This design comes from an exercise in tuning for small area and a short achievable clock period on the open sky130 flow, not from production work.
No functional check of the RTL was part of any run shown here.
Power and IR drop assume default switching activity.

==> flow/design.v, too long to show whole: its modules and the start of the top module <==
// module top: 1385 lines
module top (
  input         clk,
  input         rst,
  input  [31:0] a,
  input  [31:0] b,
  output [67:0] y
);
  // ...
==> flow/flow/run.sh <==
#!/bin/bash
# Own layout flow: the standard flow, with two changes.
#  1. After the standard synthesis, polarity.py removes inverters around the full adders
#     (a netlist rewrite that keeps every register and the logic function).
#  2. Port buffers are buf_2 cells instead of the default delay-buffer cells.
# Each tool's output goes to a log file of its own in this folder.
set -euo pipefail
here=$(pwd)
R=$here/orfs/results/$FLOW_PLATFORM/top/base
bash standard.sh "$R/1_2_yosys.v" > synth.log 2>&1
cp "$R/1_2_yosys.v" "$here/1_2_yosys.std.v"
python3 flow/polarity.py "$here/1_2_yosys.std.v" "$R/1_2_yosys.v" > polarity.log 2>&1
export BUFFER_PORTS_ARGS="-buffer_cell sky130_fd_sc_hd__buf_2"
bash standard.sh > layout.log 2>&1
==> flow/flow/polarity.py <==
#!/usr/bin/env python3
"""Remove inverters around full adders in a flat sky130hd netlist from Yosys.

A full adder is self-dual: inverting its three inputs inverts both outputs. Yosys's
full-adder extraction often leaves an inverter between two adders. For each full adder
this pass checks whether computing it on inverted inputs (and so giving inverted outputs)
needs fewer inverters, counting AND2<->NAND2 swaps of single-load partial products, and
rewires it when the cell area goes down. The logic function of every register input and
output port is unchanged. Usage: polarity.py IN.v OUT.v"""
import re, sys
from collections import defaultdict

P = 'sky130_fd_sc_hd__'
AREA = {'inv': 3.7536, 'and2': 6.256, 'nand2': 3.7536}
OUTPINS = {'X', 'Y', 'Q', 'Q_N', 'COUT', 'SUM', 'HI', 'LO'}

src = open(sys.argv[1]).read()
m = re.search(r'^module\s+(\w+)\s*\(', src, re.M)
start = m.start()
endm = src.index('endmodule', start)
body = src[start:endm]
pre, post = src[:start], src[endm:]

decl_lines, ports = [], set()
cells = {}          # name -> [type, {pin: net}]
order = []
cell_re = re.compile(r'^\s*(\S+)\s+(\S+)\s*\((.*?)\);', re.S | re.M)
pin_re = re.compile(r'\.(\w+)\s*\(\s*(.*?)\s*\)\s*(?:,|$)', re.S)
header_end = body.index(';') + 1
header = body[:header_end]
rest = body[header_end:]
pos = 0
for st in re.finditer(r'[^;]*;', rest, re.S):
    s = st.group(0).strip()
    if not s:
        continue
    if re.match(r'(input|output|inout)\b', s):
        decl_lines.append(s)
        for nm in re.findall(r'([\\\w][^\s,;]*)\s*(?=[,;]|$)', s.split(']')[-1] if ']' in s else s[len(s.split()[0]):]):
            ports.add(nm.strip())
        continue
    if re.match(r'wire\b', s):
        w = re.match(r'wire\s+(\[[^\]]*\]\s*)?(.*);', s, re.S)
        nm = w.group(2).strip()
        if nm in ports:
            decl_lines.append(s)
        continue
    if s.startswith('assign'):
        raise SystemExit('polarity.py: unexpected assign: ' + s[:80])
    mm = re.match(r'(\S+)\s+(\\\S+\s|\S+)\s*\((.*)\)\s*;', s, re.S)
    if not mm:
        raise SystemExit('polarity.py: cannot parse: ' + s[:120])
    typ, name, pins = mm.group(1), mm.group(2).strip(), mm.group(3)
    pd = {}
    for pm in re.finditer(r'\.(\w+)\s*\(\s*((?:\\\S+\s)|[^()]*?)\s*\)', pins):
        pd[pm.group(1)] = pm.group(2).strip()
    cells[name] = [typ, pd]
    order.append(name)

def base(t):
    return t[len(P):].rsplit('_', 1)[0] if t.startswith(P) else t

def is_port_net(n):
    return n.split('[')[0] in ports or n in ports

drv, loads = {}, defaultdict(set)
def rebuild():
    drv.clear(); loads.clear()
    for c, (t, pd) in cells.items():
        for p, n in pd.items():
            if p in OUTPINS:
                drv[n] = (c, p)
            else:
                loads[n].add((c, p))
rebuild()

cnt = [0]
def newnet():
    cnt[0] += 1
    return f'_pol{cnt[0]}_'
def newcell():
    cnt[0] += 1
    return f'_polc{cnt[0]}_'

def connect(c, p, n):
    old = cells[c][1][p]
    if p in OUTPINS:
        if drv.get(old) == (c, p):
            del drv[old]
        drv[n] = (c, p)
    else:
        loads[old].discard((c, p))
        loads[n].add((c, p))
    cells[c][1][p] = n

def add_inv(a, y):
    c = newcell()
    cells[c] = [P + 'inv_1', {'A': a, 'Y': y}]
    order.append(c)
    drv[y] = (c, 'Y'); loads[a].add((c, 'A'))
    return c

def del_cell(c):
    t, pd = cells.pop(c)
    for p, n in pd.items():
        if p in OUTPINS:
            if drv.get(n) == (c, p):
                del drv[n]
        else:
            loads[n].discard((c, p))

def inv_loads(n):
    return [c for (c, p) in loads[n] if base(cells[c][0]) in ('inv', 'clkinv')]

def plan_input(n, fa):
    """cost and action to get ~n at one input of fa"""
    d = drv.get(n)
    if d and base(cells[d[0]][0]) in ('inv', 'clkinv'):
        m = cells[d[0]][1]['A']
        others = [l for l in loads[n] if l[0] != fa]
        cost = -AREA['inv'] if not others and not is_port_net(n) else 0.0
        return cost, ('use', m, d[0] if cost else None)
    il = inv_loads(n)
    if il:
        return 0.0, ('use', cells[il[0]][1]['Y'], None)
    if d and not is_port_net(n) and len(loads[n]) == 1:
        b = base(cells[d[0]][0])
        if b == 'and2':
            return AREA['nand2'] - AREA['and2'], ('swap', d[0], 'nand2')
        if b == 'nand2':
            return AREA['and2'] - AREA['nand2'], ('swap', d[0], 'and2')
    return AREA['inv'], ('newinv', n)

def plan_output(o):
    il = [c for c in inv_loads(o) if not is_port_net(cells[c][1]['Y'])]
    pil = [c for c in inv_loads(o) if is_port_net(cells[c][1]['Y'])]
    if len(pil) > 1:
        return None
    invs = pil + il
    rest = [l for l in loads[o] if l[0] not in invs]
    cost = -AREA['inv'] * len(invs)
    if rest or is_port_net(o) or not invs:
        cost += AREA['inv']
    return cost

def flip(fa):
    t, pd = cells[fa]
    for p in ('A', 'B', 'CIN'):
        n = pd[p]
        cost, act = plan_input(n, fa)
        if act[0] == 'use':
            connect(fa, p, act[1])
            if act[2] and not loads[n]:
                del_cell(act[2])
        elif act[0] == 'swap':
            dc = act[1]
            dt, dpd = cells[dc]
            op = 'X' if 'X' in dpd else 'Y'
            out = dpd.pop(op)
            del drv[out]
            np_ = 'Y' if act[2] == 'nand2' else 'X'
            dpd[np_] = out
            drv[out] = (dc, np_)
            cells[dc][0] = P + act[2] + '_1'
        else:
            m = newnet()
            add_inv(n, m)
            connect(fa, p, m)
    for p in ('SUM', 'COUT'):
        o = pd[p]
        il = inv_loads(o)
        pil = [c for c in il if is_port_net(cells[c][1]['Y'])]
        il = pil + [c for c in il if c not in pil]
        if il:
            target = cells[il[0]][1]['Y']
            del_cell(il[0])
            for c in il[1:]:
                q = cells[c][1]['Y']
                del_cell(c)
                for (lc, lp) in list(loads[q]):
                    connect(lc, lp, target)
            connect(fa, p, target)
            if loads[o] or is_port_net(o):
                add_inv(target, o)
        else:
            m = newnet()
            connect(fa, p, m)
            add_inv(m, o)

def area():
    a = 0
    for t, _ in cells.values():
        b = base(t)
        if b in AREA:
            a += AREA[b]
    return a

a0 = area()
for it in range(30):
    changed = 0
    for fa in list(order):
        if fa not in cells or base(cells[fa][0]) != 'fa':
            continue
        pd = cells[fa][1]
        cost = 0.0
        ok = True
        seen = set()
        for p in ('A', 'B', 'CIN'):
            n = pd[p]
            c, act = plan_input(n, fa)
            if n in seen:
                ok = False
            seen.add(n)
            cost += c
        for p in ('SUM', 'COUT'):
            c = plan_output(pd[p])
            if c is None:
                ok = False
                break
            cost += c
        if ok and cost < -0.5:
            flip(fa)
            changed += 1
    if not changed:
        break
order = [c for c in order if c in cells]

# Timing-driven input order of the full adders: the latest input goes to CIN, the fastest
# pin, and the earliest to A, the slowest. Arrival times come from a rough delay model.
FA_D = {'A': (0.60, 0.48), 'B': (0.57, 0.46), 'CIN': (0.55, 0.43)}   # (SUM, COUT)
def cell_delay(t):
    b = base(t)
    return {'inv': 0.10, 'clkinv': 0.10, 'nand2': 0.13, 'nor2': 0.15, 'ha': 0.35,
            'buf': 0.15, 'clkbuf': 0.15}.get(b, 0.20)
rebuild()
arr = {}
SEQ = ('df', 'sdf', 'edf')
def arrival(n, stack=0):
    if n in arr:
        return arr[n]
    d = drv.get(n)
    if d is None:
        arr[n] = 0.4
        return 0.4
    c, p = d
    t, pd = cells[c]
    b = base(t)
    if b.startswith(SEQ) or b in ('conb',):
        arr[n] = 0.4
        return 0.4
    ins = [pd[q] for q in pd if q not in OUTPINS]
    if b == 'fa':
        ats = {q: arrival(pd[q], stack + 1) for q in ('A', 'B', 'CIN')}
        res = {}
        for q in ('A', 'B', 'CIN'):
            res[q] = ats[q]
        su = max(res[q] + FA_D[q][0] for q in res)
        co = max(res[q] + FA_D[q][1] for q in res)
        arr[pd['SUM']] = su
        arr[pd['COUT']] = co
        return arr[n]
    a = max([arrival(x, stack + 1) for x in ins] or [0.0]) + cell_delay(t)
    for q in pd:
        if q in OUTPINS:
            arr[pd[q]] = a
    return a
import sys as _s
_s.setrecursionlimit(100000)
swaps = 0
def fa_topo():
    seen, out = set(), []
    def visit(c):
        if c in seen:
            return
        seen.add(c)
        t, pd = cells[c]
        if not base(t).startswith(SEQ):
            for q, n in pd.items():
                if q not in OUTPINS and n in drv:
                    visit(drv[n][0])
        out.append(c)
    for c in list(cells):
        visit(c)
    return out
for c in fa_topo():
    t, pd = cells[c]
    if base(t) == 'fa':
        nets = [pd['A'], pd['B'], pd['CIN']]
        ats = sorted(nets, key=lambda n: arrival(n))
        if ats != nets:
            for q in ('A', 'B', 'CIN'):
                loads[pd[q]].discard((c, q))
            pd['A'], pd['B'], pd['CIN'] = ats
            for q in ('A', 'B', 'CIN'):
                loads[pd[q]].add((c, q))
            swaps += 1
    # recompute this cell's outputs
    for q in pd:
        if q in OUTPINS:
            arr.pop(pd[q], None)
    for q in pd:
        if q in OUTPINS:
            arrival(pd[q])
sys.stderr.write(f'polarity.py: reordered the inputs of {swaps} full adders\n')
a1 = area()
sys.stderr.write(f'polarity.py: {it+1} passes, inv/and2/nand2 area {a0:.1f} -> {a1:.1f}\n')

nets = set()
for c in order:
    for n in cells[c][1].values():
        if not n.startswith("1'") and not is_port_net(n):
            nets.add(n)
out = [pre, header, '\n']
for d in decl_lines:
    out.append('  ' + d + '\n')
for n in sorted(nets):
    out.append(f'  wire {n}{" " if n.startswith(chr(92)) else ""};\n')
for c in order:
    t, pd = cells[c]
    pins = ',\n'.join(f'    .{p}({n}{" " if n.startswith(chr(92)) else ""})' for p, n in pd.items())
    out.append(f'  {t} {c}{" " if c.startswith(chr(92)) else ""} (\n{pins}\n  );\n')
out.append(post)
open(sys.argv[2], 'w').write(''.join(out))
==> flow/standard.sh <==
#!/bin/bash
# synth_recipe.tcl (not shown) runs the flow's synth.tcl, then flattens the netlist and writes it again
# the make line also repeats each setting of config.mk as NAME=value (left out here)
make -C /OpenROAD-flow-scripts/flow DESIGN_CONFIG=/design/flow/config.mk WORK_HOME=/design/flow/orfs CLKGATE_MAP_FILE= SYNTH_SCRIPT=/design/flow/synth_recipe.tcl "${@:-finish}"
==> flow/config.mk <==
export PLATFORM = sky130hd
export DESIGN_NAME = top
export DESIGN_NICKNAME = top
export VERILOG_FILES = /design/flow/design.v
export SDC_FILE = /design/flow/constraint.sdc
export NUM_CORES = 4
export LEC_CHECK = 0
export CAP_MARGIN = 20
export CORE_MARGIN = 2
export CORE_UTILIZATION = 40
export SLEW_MARGIN = 70
==> flow/constraint.sdc <==
create_clock -name core_clock -period 12.0 [get_ports {clk}]
set_input_delay 2.4000 -clock core_clock [delete_from_list [all_inputs] [get_ports {clk}]]
set_output_delay 2.4000 -clock core_clock [all_outputs]
set_load 0.01 [all_outputs]
==> run summary, run 1 <==
total routed wirelength: 38,700 um
RSZ-0062 raised after global routing: false
Seq group: 0.783 mW
Clock Tree Buf Depth: 2
number of setup buffers added after CTS: 0
Hold Fails Final Rpt: 0
final design area excluding fillers: 18,500 um^2
drt via density: 5.16
Reg area: 3600 um^2
Cells after DPL: 2,136
status: timing/DRC/antenna clean
Post-Syn Area: 16,800 um^2
part of the power in registers: 15.4%
antenna viol nets, final: 0
WHS: 1.97 ns
area of the multi-input gates: 12,300 um^2
Multi-input comb cells: 1,181
Post-CTS Resized: 0
fraction of area in registers: 19.5%
Layout fillers: 3,985
Slew Limit Fails: 0
Vias: 11,200
critical path endpoint: y[66]
inverters: 137
gpl congestion: 0.820
wire per inst: 17.8 um
delay of the slowest critical-path stage: 0.47 ns
IO Port Bufs: 133
die footprint: 43,700 um^2
Worst VDD drop: 299 uV
WP depth: 10
Biggest Area Class: multi-input combinational cells
Power Dens Cells: 276 nW/um^2
Final Non-Filler Cells: 2,173
CTS Hold Buffers Added: 0
==> run 2, diff against run 1 <==
--- a/flow/design.v
+++ b/flow/design.v
@@ -1,25 +1,25 @@
 module top (
   input         clk,
   input         rst,
   input  [31:0] a,
   input  [31:0] b,
   output [67:0] y
 );
-  reg [35:0] c11_r;
-  reg [35:0] c12_r;
-  reg [35:0] c21_r;
-  reg [35:0] c22_r;
+  reg [34:0] c11_r;
+  reg [34:0] c12_r;
+  reg [34:0] c21_r;
+  reg [34:0] c22_r;
   always @(posedge clk or posedge rst) begin
     if (rst) begin
-      c11_r <= 36'd0;
-      c12_r <= 36'd0;
-      c21_r <= 36'd0;
-      c22_r <= 36'd0;
+      c11_r <= 35'd0;
+      c12_r <= 35'd0;
+      c21_r <= 35'd0;
+      c22_r <= 35'd0;
     end else begin
       c11_r <= c11_d;
       c12_r <= c12_d;
       c21_r <= c21_d;
       c22_r <= c22_d;
     end
   end
   wire c11_pp1 = a[0] & b[0];
@@ -323,22 +323,24 @@
   wire c11_s321, c11_c322;
   assign {c11_c322, c11_s321} = c11_s317 + c11_c306 + c11_s319;
   wire c11_s325, c11_c326;
   assign {c11_c326, c11_s325} = c11_pp56 + c11_pp63 + c11_pp120;
   wire c11_s327, c11_c328;
   assign {c11_c328, c11_s327} = c11_pp127 + c11_c314 + c11_c316;
   wire c11_s329, c11_c330;
   assign {c11_c330, c11_s329} = c11_s325 + c11_c318 + c11_s327;
+  wire c11_s331, c11_c332;
+  assign {c11_c332, c11_s331} = c11_c320 + c11_s329 + c11_c322;
   wire c11_s333, c11_c334;
   assign {c11_c334, c11_s333} = c11_pp64 + c11_pp128 + c11_c326;
   wire c11_s335, c11_c336;
   assign {c11_c336, c11_s335} = c11_c328 + c11_s333 + c11_c330;
   wire [5:0] c11_lo337 = {c11_s159, c11_s145, c11_s135, c11_pp73, c11_pp1} + {1'b0, 1'b0, 1'b0, c11_s129, c11_pp65};
-  wire [35:0] c11_d = {c11_c336, c11_s335, c11_c334, c11_lo337[5], c11_lo337[4], c11_lo337[3], c11_lo337[2], c11_lo337[1], c11_lo337[0], c11_c322, c11_s329, c11_c320, c11_c310, c11_s321, c11_c308, c11_s309, c11_c292, c11_c272, c11_s291, c11_c270, c11_s289, c11_s271, c11_c248, c11_s269, c11_s247, c11_s245, c11_c222, c11_c198, c11_s221, c11_s219, c11_c196, c11_s197, c11_c176, c11_c160, c11_s175, c11_s173};
+  wire [34:0] c11_d = {c11_c332, c11_c336, c11_s331, c11_s335, c11_c334, c11_lo337[5], c11_lo337[4], c11_lo337[3], c11_lo337[2], c11_lo337[1], c11_lo337[0], c11_c310, c11_s321, c11_c308, c11_s309, c11_c292, c11_c272, c11_s291, c11_c270, c11_s289, c11_s271, c11_c248, c11_s269, c11_s247, c11_s245, c11_c222, c11_c198, c11_s221, c11_s219, c11_c196, c11_s197, c11_c176, c11_c160, c11_s175, c11_s173};
   wire c11_s177, c11_c178;
   assign {c11_c178, c11_s177} = c11_r[0] + c11_r[1] + c11_r[2];
   wire c11_s199 = c11_r[3] ^ c11_r[4];
   wire c11_c200 = c11_r[3] & c11_r[4];
   wire c11_s223, c11_c224;
   assign {c11_c224, c11_s223} = c11_r[5] + c11_r[6] + c11_r[7];
   wire c11_s225, c11_c226;
   assign {c11_c226, c11_s225} = c11_r[8] + c11_c200 + c11_s223;
@@ -353,20 +355,18 @@
   wire c11_s293, c11_c294;
   assign {c11_c294, c11_s293} = c11_r[15] + c11_r[16] + c11_r[17];
   wire c11_s295, c11_c296;
   assign {c11_c296, c11_s295} = c11_r[18] + c11_s293 + c11_c274;
   wire c11_s311, c11_c312;
   assign {c11_c312, c11_s311} = c11_r[19] + c11_r[20] + c11_c294;
   wire c11_s323, c11_c324;
   assign {c11_c324, c11_s323} = c11_r[21] + c11_r[22] + c11_r[23];
-  wire c11_s331, c11_c332;
-  assign {c11_c332, c11_s331} = c11_r[24] + c11_r[25] + c11_r[26];
-  wire [13:0] c11_hs338 = {1'b0, {1'b0, c11_r[33], c11_r[34], c11_s331, c11_s323, c11_s311, c11_s295, c11_s275, c11_c226, c11_s225, c11_c178, c11_s177}, c11_r[32]} + {1'b0, {1'b0, c11_r[35], c11_c332, c11_c324, c11_c312, c11_c296, c11_c276, 1'b0, c11_s251, 1'b0, c11_s199, 1'b0}, c11_r[32]};
-  assign y[16:0] = {c11_hs338[12:1], {c11_r[31], c11_r[30], c11_r[29], c11_r[28], c11_r[27]}};
+  wire [13:0] c11_hs338 = {1'b0, {1'b0, c11_r[30], c11_r[31], c11_r[32], c11_s323, c11_s311, c11_s295, c11_s275, c11_c226, c11_s225, c11_c178, c11_s177}, c11_r[29]} + {1'b0, {1'b0, c11_r[33], c11_r[34], c11_c324, c11_c312, c11_c296, c11_c276, 1'b0, c11_s251, 1'b0, c11_s199, 1'b0}, c11_r[29]};
+  assign y[16:0] = {c11_hs338[12:1], {c11_r[28], c11_r[27], c11_r[26], c11_r[25], c11_r[24]}};
   wire c12_pp1 = a[0] & b[8];
   wire c12_pp2 = a[0] & b[9];
   wire c12_pp3 = a[0] & b[10];
   wire c12_pp4 = a[0] & b[11];
   wire c12_pp5 = a[0] & b[12];
   wire c12_pp6 = a[0] & b[13];
   wire c12_pp7 = a[0] & b[14];
   wire c12_pp8 = a[0] & b[15];
@@ -663,22 +663,24 @@
   wire c12_s321, c12_c322;
   assign {c12_c322, c12_s321} = c12_s317 + c12_c306 + c12_s319;
   wire c12_s325, c12_c326;
   assign {c12_c326, c12_s325} = c12_pp56 + c12_pp63 + c12_pp120;
   wire c12_s327, c12_c328;
   assign {c12_c328, c12_s327} = c12_pp127 + c12_c314 + c12_c316;
   wire c12_s329, c12_c330;
   assign {c12_c330, c12_s329} = c12_s325 + c12_c318 + c12_s327;
+  wire c12_s331, c12_c332;
+  assign {c12_c332, c12_s331} = c12_c320 + c12_s329 + c12_c322;
   wire c12_s333, c12_c334;
   assign {c12_c334, c12_s333} = c12_pp64 + c12_pp128 + c12_c326;
   wire c12_s335, c12_c336;
   assign {c12_c336, c12_s335} = c12_c328 + c12_s333 + c12_c330;
   wire [5:0] c12_lo337 = {c12_s159, c12_s145, c12_s135, c12_pp73, c12_pp1} + {1'b0, 1'b0, 1'b0, c12_s129, c12_pp65};
-  wire [35:0] c12_d = {c12_c336, c12_s335, c12_c334, c12_lo337[5], c12_lo337[4], c12_lo337[3], c12_lo337[2], c12_lo337[1], c12_lo337[0], c12_c322, c12_s329, c12_c320, c12_c310, c12_s321, c12_c308, c12_s309, c12_c292, c12_c272, c12_s291, c12_c270, c12_s289, c12_s271, c12_c248, c12_s269, c12_s247, c12_s245, c12_c222, c12_c198, c12_s221, c12_s219, c12_c196, c12_s197, c12_c176, c12_c160, c12_s175, c12_s173};
+  wire [34:0] c12_d = {c12_c332, c12_c336, c12_s331, c12_s335, c12_c334, c12_lo337[5], c12_lo337[4], c12_lo337[3], c12_lo337[2], c12_lo337[1], c12_lo337[0], c12_c310, c12_s321, c12_c308, c12_s309, c12_c292, c12_c272, c12_s291, c12_c270, c12_s289, c12_s271, c12_c248, c12_s269, c12_s247, c12_s245, c12_c222, c12_c198, c12_s221, c12_s219, c12_c196, c12_s197, c12_c176, c12_c160, c12_s175, c12_s173};
   wire c12_s177, c12_c178;
   assign {c12_c178, c12_s177} = c12_r[0] + c12_r[1] + c12_r[2];
   wire c12_s199 = c12_r[3] ^ c12_r[4];
   wire c12_c200 = c12_r[3] & c12_r[4];
   wire c12_s223, c12_c224;
   assign {c12_c224, c12_s223} = c12_r[5] + c12_r[6] + c12_r[7];
   wire c12_s225, c12_c226;
   assign {c12_c226, c12_s225} = c12_r[8] + c12_c200 + c12_s223;
@@ -693,20 +695,18 @@
   wire c12_s293, c12_c294;
   assign {c12_c294, c12_s293} = c12_r[15] + c12_r[16] + c12_r[17];
   wire c12_s295, c12_c296;
   assign {c12_c296, c12_s295} = c12_r[18] + c12_s293 + c12_c274;
   wire c12_s311, c12_c312;
   assign {c12_c312, c12_s311} = c12_r[19] + c12_r[20] + c12_c294;
   wire c12_s323, c12_c324;
   assign {c12_c324, c12_s323} = c12_r[21] + c12_r[22] + c12_r[23];
-  wire c12_s331, c12_c332;
-  assign {c12_c332, c12_s331} = c12_r[24] + c12_r[25] + c12_r[26];
-  wire [13:0] c12_hs338 = {1'b0, {1'b0, c12_r[33], c12_r[34], c12_s331, c12_s323, c12_s311, c12_s295, c12_s275, c12_c226, c12_s225, c12_c178, c12_s177}, c12_r[32]} + {1'b0, {1'b0, c12_r[35], c12_c332, c12_c324, c12_c312, c12_c296, c12_c276, 1'b0, c12_s251, 1'b0, c12_s199, 1'b0}, c12_r[32]};
-  assign y[33:17] = {c12_hs338[12:1], {c12_r[31], c12_r[30], c12_r[29], c12_r[28], c12_r[27]}};
+  wire [13:0] c12_hs338 = {1'b0, {1'b0, c12_r[30], c12_r[31], c12_r[32], c12_s323, c12_s311, c12_s295, c12_s275, c12_c226, c12_s225, c12_c178, c12_s177}, c12_r[29]} + {1'b0, {1'b0, c12_r[33], c12_r[34], c12_c324, c12_c312, c12_c296, c12_c276, 1'b0, c12_s251, 1'b0, c12_s199, 1'b0}, c12_r[29]};
+  assign y[33:17] = {c12_hs338[12:1], {c12_r[28], c12_r[27], c12_r[26], c12_r[25], c12_r[24]}};
   wire c21_pp1 = a[16] & b[0];
   wire c21_pp2 = a[16] & b[1];
   wire c21_pp3 = a[16] & b[2];
   wire c21_pp4 = a[16] & b[3];
   wire c21_pp5 = a[16] & b[4];
   wire c21_pp6 = a[16] & b[5];
   wire c21_pp7 = a[16] & b[6];
   wire c21_pp8 = a[16] & b[7];
@@ -1003,22 +1003,24 @@
   wire c21_s321, c21_c322;
   assign {c21_c322, c21_s321} = c21_s317 + c21_c306 + c21_s319;
   wire c21_s325, c21_c326;
   assign {c21_c326, c21_s325} = c21_pp56 + c21_pp63 + c21_pp120;
   wire c21_s327, c21_c328;
   assign {c21_c328, c21_s327} = c21_pp127 + c21_c314 + c21_c316;
   wire c21_s329, c21_c330;
   assign {c21_c330, c21_s329} = c21_s325 + c21_c318 + c21_s327;
+  wire c21_s331, c21_c332;
+  assign {c21_c332, c21_s331} = c21_c320 + c21_s329 + c21_c322;
   wire c21_s333, c21_c334;
   assign {c21_c334, c21_s333} = c21_pp64 + c21_pp128 + c21_c326;
   wire c21_s335, c21_c336;
   assign {c21_c336, c21_s335} = c21_c328 + c21_s333 + c21_c330;
   wire [5:0] c21_lo337 = {c21_s159, c21_s145, c21_s135, c21_pp73, c21_pp1} + {1'b0, 1'b0, 1'b0, c21_s129, c21_pp65};
-  wire [35:0] c21_d = {c21_c336, c21_s335, c21_c334, c21_lo337[5], c21_lo337[4], c21_lo337[3], c21_lo337[2], c21_lo337[1], c21_lo337[0], c21_c322, c21_s329, c21_c320, c21_c310, c21_s321, c21_c308, c21_s309, c21_c292, c21_c272, c21_s291, c21_c270, c21_s289, c21_s271, c21_c248, c21_s269, c21_s247, c21_s245, c21_c222, c21_c198, c21_s221, c21_s219, c21_c196, c21_s197, c21_c176, c21_c160, c21_s175, c21_s173};
+  wire [34:0] c21_d = {c21_c332, c21_c336, c21_s331, c21_s335, c21_c334, c21_lo337[5], c21_lo337[4], c21_lo337[3], c21_lo337[2], c21_lo337[1], c21_lo337[0], c21_c310, c21_s321, c21_c308, c21_s309, c21_c292, c21_c272, c21_s291, c21_c270, c21_s289, c21_s271, c21_c248, c21_s269, c21_s247, c21_s245, c21_c222, c21_c198, c21_s221, c21_s219, c21_c196, c21_s197, c21_c176, c21_c160, c21_s175, c21_s173};
   wire c21_s177, c21_c178;
   assign {c21_c178, c21_s177} = c21_r[0] + c21_r[1] + c21_r[2];
   wire c21_s199 = c21_r[3] ^ c21_r[4];
   wire c21_c200 = c21_r[3] & c21_r[4];
   wire c21_s223, c21_c224;
   assign {c21_c224, c21_s223} = c21_r[5] + c21_r[6] + c21_r[7];
   wire c21_s225, c21_c226;
   assign {c21_c226, c21_s225} = c21_r[8] + c21_c200 + c21_s223;
@@ -1033,20 +1035,18 @@
   wire c21_s293, c21_c294;
   assign {c21_c294, c21_s293} = c21_r[15] + c21_r[16] + c21_r[17];
   wire c21_s295, c21_c296;
   assign {c21_c296, c21_s295} = c21_r[18] + c21_s293 + c21_c274;
   wire c21_s311, c21_c312;
   assign {c21_c312, c21_s311} = c21_r[19] + c21_r[20] + c21_c294;
   wire c21_s323, c21_c324;
   assign {c21_c324, c21_s323} = c21_r[21] + c21_r[22] + c21_r[23];
-  wire c21_s331, c21_c332;
-  assign {c21_c332, c21_s331} = c21_r[24] + c21_r[25] + c21_r[26];
-  wire [13:0] c21_hs338 = {1'b0, {1'b0, c21_r[33], c21_r[34], c21_s331, c21_s323, c21_s311, c21_s295, c21_s275, c21_c226, c21_s225, c21_c178, c21_s177}, c21_r[32]} + {1'b0, {1'b0, c21_r[35], c21_c332, c21_c324, c21_c312, c21_c296, c21_c276, 1'b0, c21_s251, 1'b0, c21_s199, 1'b0}, c21_r[32]};
-  assign y[50:34] = {c21_hs338[12:1], {c21_r[31], c21_r[30], c21_r[29], c21_r[28], c21_r[27]}};
+  wire [13:0] c21_hs338 = {1'b0, {1'b0, c21_r[30], c21_r[31], c21_r[32], c21_s323, c21_s311, c21_s295, c21_s275, c21_c226, c21_s225, c21_c178, c21_s177}, c21_r[29]} + {1'b0, {1'b0, c21_r[33], c21_r[34], c21_c324, c21_c312, c21_c296, c21_c276, 1'b0, c21_s251, 1'b0, c21_s199, 1'b0}, c21_r[29]};
+  assign y[50:34] = {c21_hs338[12:1], {c21_r[28], c21_r[27], c21_r[26], c21_r[25], c21_r[24]}};
   wire c22_pp1 = a[16] & b[8];
   wire c22_pp2 = a[16] & b[9];
   wire c22_pp3 = a[16] & b[10];
   wire c22_pp4 = a[16] & b[11];
   wire c22_pp5 = a[16] & b[12];
   wire c22_pp6 = a[16] & b[13];
   wire c22_pp7 = a[16] & b[14];
   wire c22_pp8 = a[16] & b[15];
@@ -1343,22 +1343,24 @@
   wire c22_s321, c22_c322;
   assign {c22_c322, c22_s321} = c22_s317 + c22_c306 + c22_s319;
   wire c22_s325, c22_c326;
   assign {c22_c326, c22_s325} = c22_pp56 + c22_pp63 + c22_pp120;
   wire c22_s327, c22_c328;
   assign {c22_c328, c22_s327} = c22_pp127 + c22_c314 + c22_c316;
   wire c22_s329, c22_c330;
   assign {c22_c330, c22_s329} = c22_s325 + c22_c318 + c22_s327;
+  wire c22_s331, c22_c332;
+  assign {c22_c332, c22_s331} = c22_c320 + c22_s329 + c22_c322;
   wire c22_s333, c22_c334;
   assign {c22_c334, c22_s333} = c22_pp64 + c22_pp128 + c22_c326;
   wire c22_s335, c22_c336;
   assign {c22_c336, c22_s335} = c22_c328 + c22_s333 + c22_c330;
   wire [5:0] c22_lo337 = {c22_s159, c22_s145, c22_s135, c22_pp73, c22_pp1} + {1'b0, 1'b0, 1'b0, c22_s129, c22_pp65};
-  wire [35:0] c22_d = {c22_c336, c22_s335, c22_c334, c22_lo337[5], c22_lo337[4], c22_lo337[3], c22_lo337[2], c22_lo337[1], c22_lo337[0], c22_c322, c22_s329, c22_c320, c22_c310, c22_s321, c22_c308, c22_s309, c22_c292, c22_c272, c22_s291, c22_c270, c22_s289, c22_s271, c22_c248, c22_s269, c22_s247, c22_s245, c22_c222, c22_c198, c22_s221, c22_s219, c22_c196, c22_s197, c22_c176, c22_c160, c22_s175, c22_s173};
+  wire [34:0] c22_d = {c22_c332, c22_c336, c22_s331, c22_s335, c22_c334, c22_lo337[5], c22_lo337[4], c22_lo337[3], c22_lo337[2], c22_lo337[1], c22_lo337[0], c22_c310, c22_s321, c22_c308, c22_s309, c22_c292, c22_c272, c22_s291, c22_c270, c22_s289, c22_s271, c22_c248, c22_s269, c22_s247, c22_s245, c22_c222, c22_c198, c22_s221, c22_s219, c22_c196, c22_s197, c22_c176, c22_c160, c22_s175, c22_s173};
   wire c22_s177, c22_c178;
   assign {c22_c178, c22_s177} = c22_r[0] + c22_r[1] + c22_r[2];
   wire c22_s199 = c22_r[3] ^ c22_r[4];
   wire c22_c200 = c22_r[3] & c22_r[4];
   wire c22_s223, c22_c224;
   assign {c22_c224, c22_s223} = c22_r[5] + c22_r[6] + c22_r[7];
   wire c22_s225, c22_c226;
   assign {c22_c226, c22_s225} = c22_r[8] + c22_c200 + c22_s223;
@@ -1373,13 +1375,11 @@
   wire c22_s293, c22_c294;
   assign {c22_c294, c22_s293} = c22_r[15] + c22_r[16] + c22_r[17];
   wire c22_s295, c22_c296;
   assign {c22_c296, c22_s295} = c22_r[18] + c22_s293 + c22_c274;
   wire c22_s311, c22_c312;
   assign {c22_c312, c22_s311} = c22_r[19] + c22_r[20] + c22_c294;
   wire c22_s323, c22_c324;
   assign {c22_c324, c22_s323} = c22_r[21] + c22_r[22] + c22_r[23];
-  wire c22_s331, c22_c332;
-  assign {c22_c332, c22_s331} = c22_r[24] + c22_r[25] + c22_r[26];
-  wire [13:0] c22_hs338 = {1'b0, {1'b0, c22_r[33], c22_r[34], c22_s331, c22_s323, c22_s311, c22_s295, c22_s275, c22_c226, c22_s225, c22_c178, c22_s177}, c22_r[32]} + {1'b0, {1'b0, c22_r[35], c22_c332, c22_c324, c22_c312, c22_c296, c22_c276, 1'b0, c22_s251, 1'b0, c22_s199, 1'b0}, c22_r[32]};
-  assign y[67:51] = {c22_hs338[12:1], {c22_r[31], c22_r[30], c22_r[29], c22_r[28], c22_r[27]}};
+  wire [13:0] c22_hs338 = {1'b0, {1'b0, c22_r[30], c22_r[31], c22_r[32], c22_s323, c22_s311, c22_s295, c22_s275, c22_c226, c22_s225, c22_c178, c22_s177}, c22_r[29]} + {1'b0, {1'b0, c22_r[33], c22_r[34], c22_c324, c22_c312, c22_c296, c22_c276, 1'b0, c22_s251, 1'b0, c22_s199, 1'b0}, c22_r[29]};
+  assign y[67:51] = {c22_hs338[12:1], {c22_r[28], c22_r[27], c22_r[26], c22_r[25], c22_r[24]}};
 endmodule
==> run 2 against run 1 <==
Compared with the run above:
- still clean
- sequential share of layout area is 0.27 points lower
- total power is 2.6% lower
- critical path type unchanged
- clock-buffer cell count is 1 higher
- core utilization is 0.27 points higher
- clock power is 6.0% higher
- non-clock buffer count is 1 lower
==> run summary, run 2 <==
Syn Nets: 2,061
Core Util, Final: 44.6%
post-DP HPWL: 31,000 um
vias in the first global route: 12,700
leading cell types in the layout, fill and taps excluded: nand2_1 (511), fa_1 (412), dfrtp_1 (140)
wire per inst: 18.0 um (+1.2%)
Cell Rows: 74
Residual DRC: 0
worst endpoint required time: 9.60 ns
Slew Limit Fails: 0 (unchanged)
drt via density: 5.12 (-0.63%)
I/O pin total: 134
top sig layer: met5
Clock power frac: 11.7%
final worst slack: 6.30 ns
Layout area overhead: 9.97%
Hold Fails Final Rpt: 0 (unchanged)
Net Sw Frac: 47.1%
delay of the slowest critical-path stage: 0.48 ns (about the same)
setup TNS: 0 ns
Initial Util: 40.5%
Post-Syn Area: 16,500 um^2 (-1.6%)
cts bufs inserted: 17
post-placement cell area: 17,500 um^2
max cap viols: 0
crit path time final: 5.70 ns
internal power: 2.62 mW
area of the multi-input gates: 12,100 um^2 (-1.4%)
die footprint: 43,000 um^2 (-1.5%)
Clock Tree Buf Depth: 2 (unchanged)
Post-Synthesis Cells: 1,531
GRT overflow: 0
Worst Path Arrival: 3.30 ns
H-Tree Depth: 4
initial antenna violation count: 2
Post-CTS Resized: 0 (unchanged)
CTS tree: yes
Max Freq: 175 MHz
met3 routed WL: 2520 um
crit path cell chain: fa_1 -> ha_1 -> fa_1 -> ha_1 -> or3_1 -> and3_1 -> a21oi_1 -> xnor2_1 -> buf_2
routed wl met2: 20,400 um
Final Cycle Share: 47.5%
GRT Total Usage: 19.3%
first-pass GRT wire length: 64,800 um
CP Launch Type: register
antenna viol nets, final: 0 (unchanged)
Syn Area/Cell: 10.8 um^2
layout cell share with drive strength beyond 1: 10.9%
Die W: 207 um
part of the power in registers: 15.5% (about the same)
Tightest Pin Transition: 0.435 ns
Starting DRT DRC Count: 654
# diodes: 0
Vias: 11,000 (-1.9%)
Slew HR: 71.0%
gpl congestion: 0.840 (+2.5%)
total routed wirelength: 38,600 um (about the same)
Power Dens Cells: 273 nW/um^2 (-1.2%)
RSZ-0062 raised after global routing: false
Logic pwr share: 72.7%
CTS clk-pin slew, worst paths: 0.06 ns
# setup viols final: 0
commonest non-fill, non-tap cell in the layout: nand2_1
IO Port Bufs: 133 (unchanged)
status: timing/DRC/antenna clean
synth warn: 1
Net Switching: 2.34 mW
Place WS: 6.70 ns
type of the worst min-delay path: input pin to asynchronous set/reset pin
crit path max-delay cell type: fa_1
CP Class: register to primary output
Reg area: 3500 um^2 (-2.8%)
Leak: 7.94 nW
DR pass1 iterations: 5
CP max FO: 5
core area: 40,800 um^2
clk sinks: 140
final design area excluding fillers: 18,200 um^2 (-1.4%)
Layout fillers: 3,903 (-2.1%)
metal1 wirelength: 15,100 um
Worst VDD drop: 159 uV (-47%)
Layout Nets: 2,130
number of setup buffers added after CTS: 0 (unchanged)
largest net degree at the start of global routing: 74
Die H: 207 um
critical path endpoint category: primary output
CTS root buf: clkbuf_16
CTS Hold Buffers Added: 0 (unchanged)
-- run 2: cell count changes in the layout (fill, tap and decap cells not counted), sizes merged, moves of 3 or more --
cell    delta
dfrtp      -4
diode      -4
nand3      -3
xor2       +5
nand2      +9
nor2       -8
xnor2      -3
nand2b     +5
a211oi     -4
and2       -9
and3       -3
a21oi      +5
-- run 2: layout make-up --
| class | instances | area share, % |
|---|---|---|
| clock buffer | 20 | 2.46 |
| clock inverter | 12 | 1.07 |
| inverter | 138 | 2.94 |
| multi-input combinational | 1168 | 66.8 |
| sequential | 140 | 19.3 |
| tap | 532 | 3.66 |
| timing repair buffer | 135 | 3.87 |
-- run 2: per-layer routing --
metal  GRT usage (%)  vias up
li1                -     4702
met1            24.6     5871
met2            33.9      375
met3            3.95       42
met4            4.80        2
met5               0        -
-- run 2: power by group through the flow --
stage | Combinational (mW) | Clock, mW | Sequential [mW]
after detailed placement | 3.70 | 0 | 0.786
after global routing | 4.11 | 0.622 | 0.795
after floorplan | 2.53 | 0 | 0.761
after global placement | 3.62 | 0 | 0.776
final | 3.61 | 0.583 | 0.771
after CTS | 3.73 | 0.599 | 0.777
-- run 2: per-stage QoR --
stage | total power, mW | hold WS (ns) | cells
3_3_place_gp | 4.40 | 2.53 | 2112
5_1_grt | 5.53 | 1.96 | 2145
6_report | 4.96 | 1.95 | 2145
4_1_cts | 5.10 | 1.96 | 2145
3_5_place_dp | 4.49 | 2.45 | 2113
2_1_floorplan | 3.30 | 2.64 | 1531
-- run 2: how the worst max path moves through the flow --
stage	from	endpoint	slack, ns	cells past startpoint
after floorplan	rst	c11_r[0]$_DFF_PP0_	5.85	1
after global placement	c22_r[15]$_DFF_PP0_	y[65]	6.69	9
after detailed placement	b[26]	c22_r[29]$_DFF_PP0_	6.70	7
after CTS	c22_r[9]$_DFF_PP0_	y[65]	6.26	10
after global routing	c21_r[9]$_DFF_PP0_	y[49]	6.05	9
final	c12_r[9]$_DFF_PP0_	y[32]	6.30	9
-- run 2: worst max-delay path, delay by kind of cell, from the launching register on --
kind                     cells  cell delay, ns
AO/OA/AOI/OAI                1            0.19
XOR/XNOR                     1            0.14
adder cells (fa/ha/maj)      4            1.33
buffers and inverters        1            0.15
flip-flops                   1            0.38
AND/OR/NAND/NOR              2            0.68

[what the ideal ports hide]
Ports are ideal in the flow. The routed layouts listed here were re-timed in OpenROAD. Step 1 (the two cells are an assumption about what drives the block):
set clk [get_ports {clk}]
set_driving_cell -lib_cell sky130_fd_sc_hd__clkbuf_16 $clk
set_driving_cell -lib_cell sky130_fd_sc_hd__buf_2 [delete_from_list [all_inputs] $clk]
Step 2 adds t to the input delays and takes it off the output delays; t is the mean of the earliest and latest rising clock arrival at the registers after step 1. Input paths then give back, and output paths get back, about the clock's delay inside the block. a / b / c = ideal / step 1 / step 2; a / b = the first two.
| run | shift t [ns] | setup slack, ns | slew at the worst register clock pin (ns) |
|---|---|---|---|
| run 1 | 0.494 | 6.266 / 6.215 / 6.707 | 0.06 / 0.06 |
| run 2 | 0.491 | 6.298 / 6.245 / 6.685 | 0.07 / 0.07 |
After both steps every run listed still meets setup and hold.
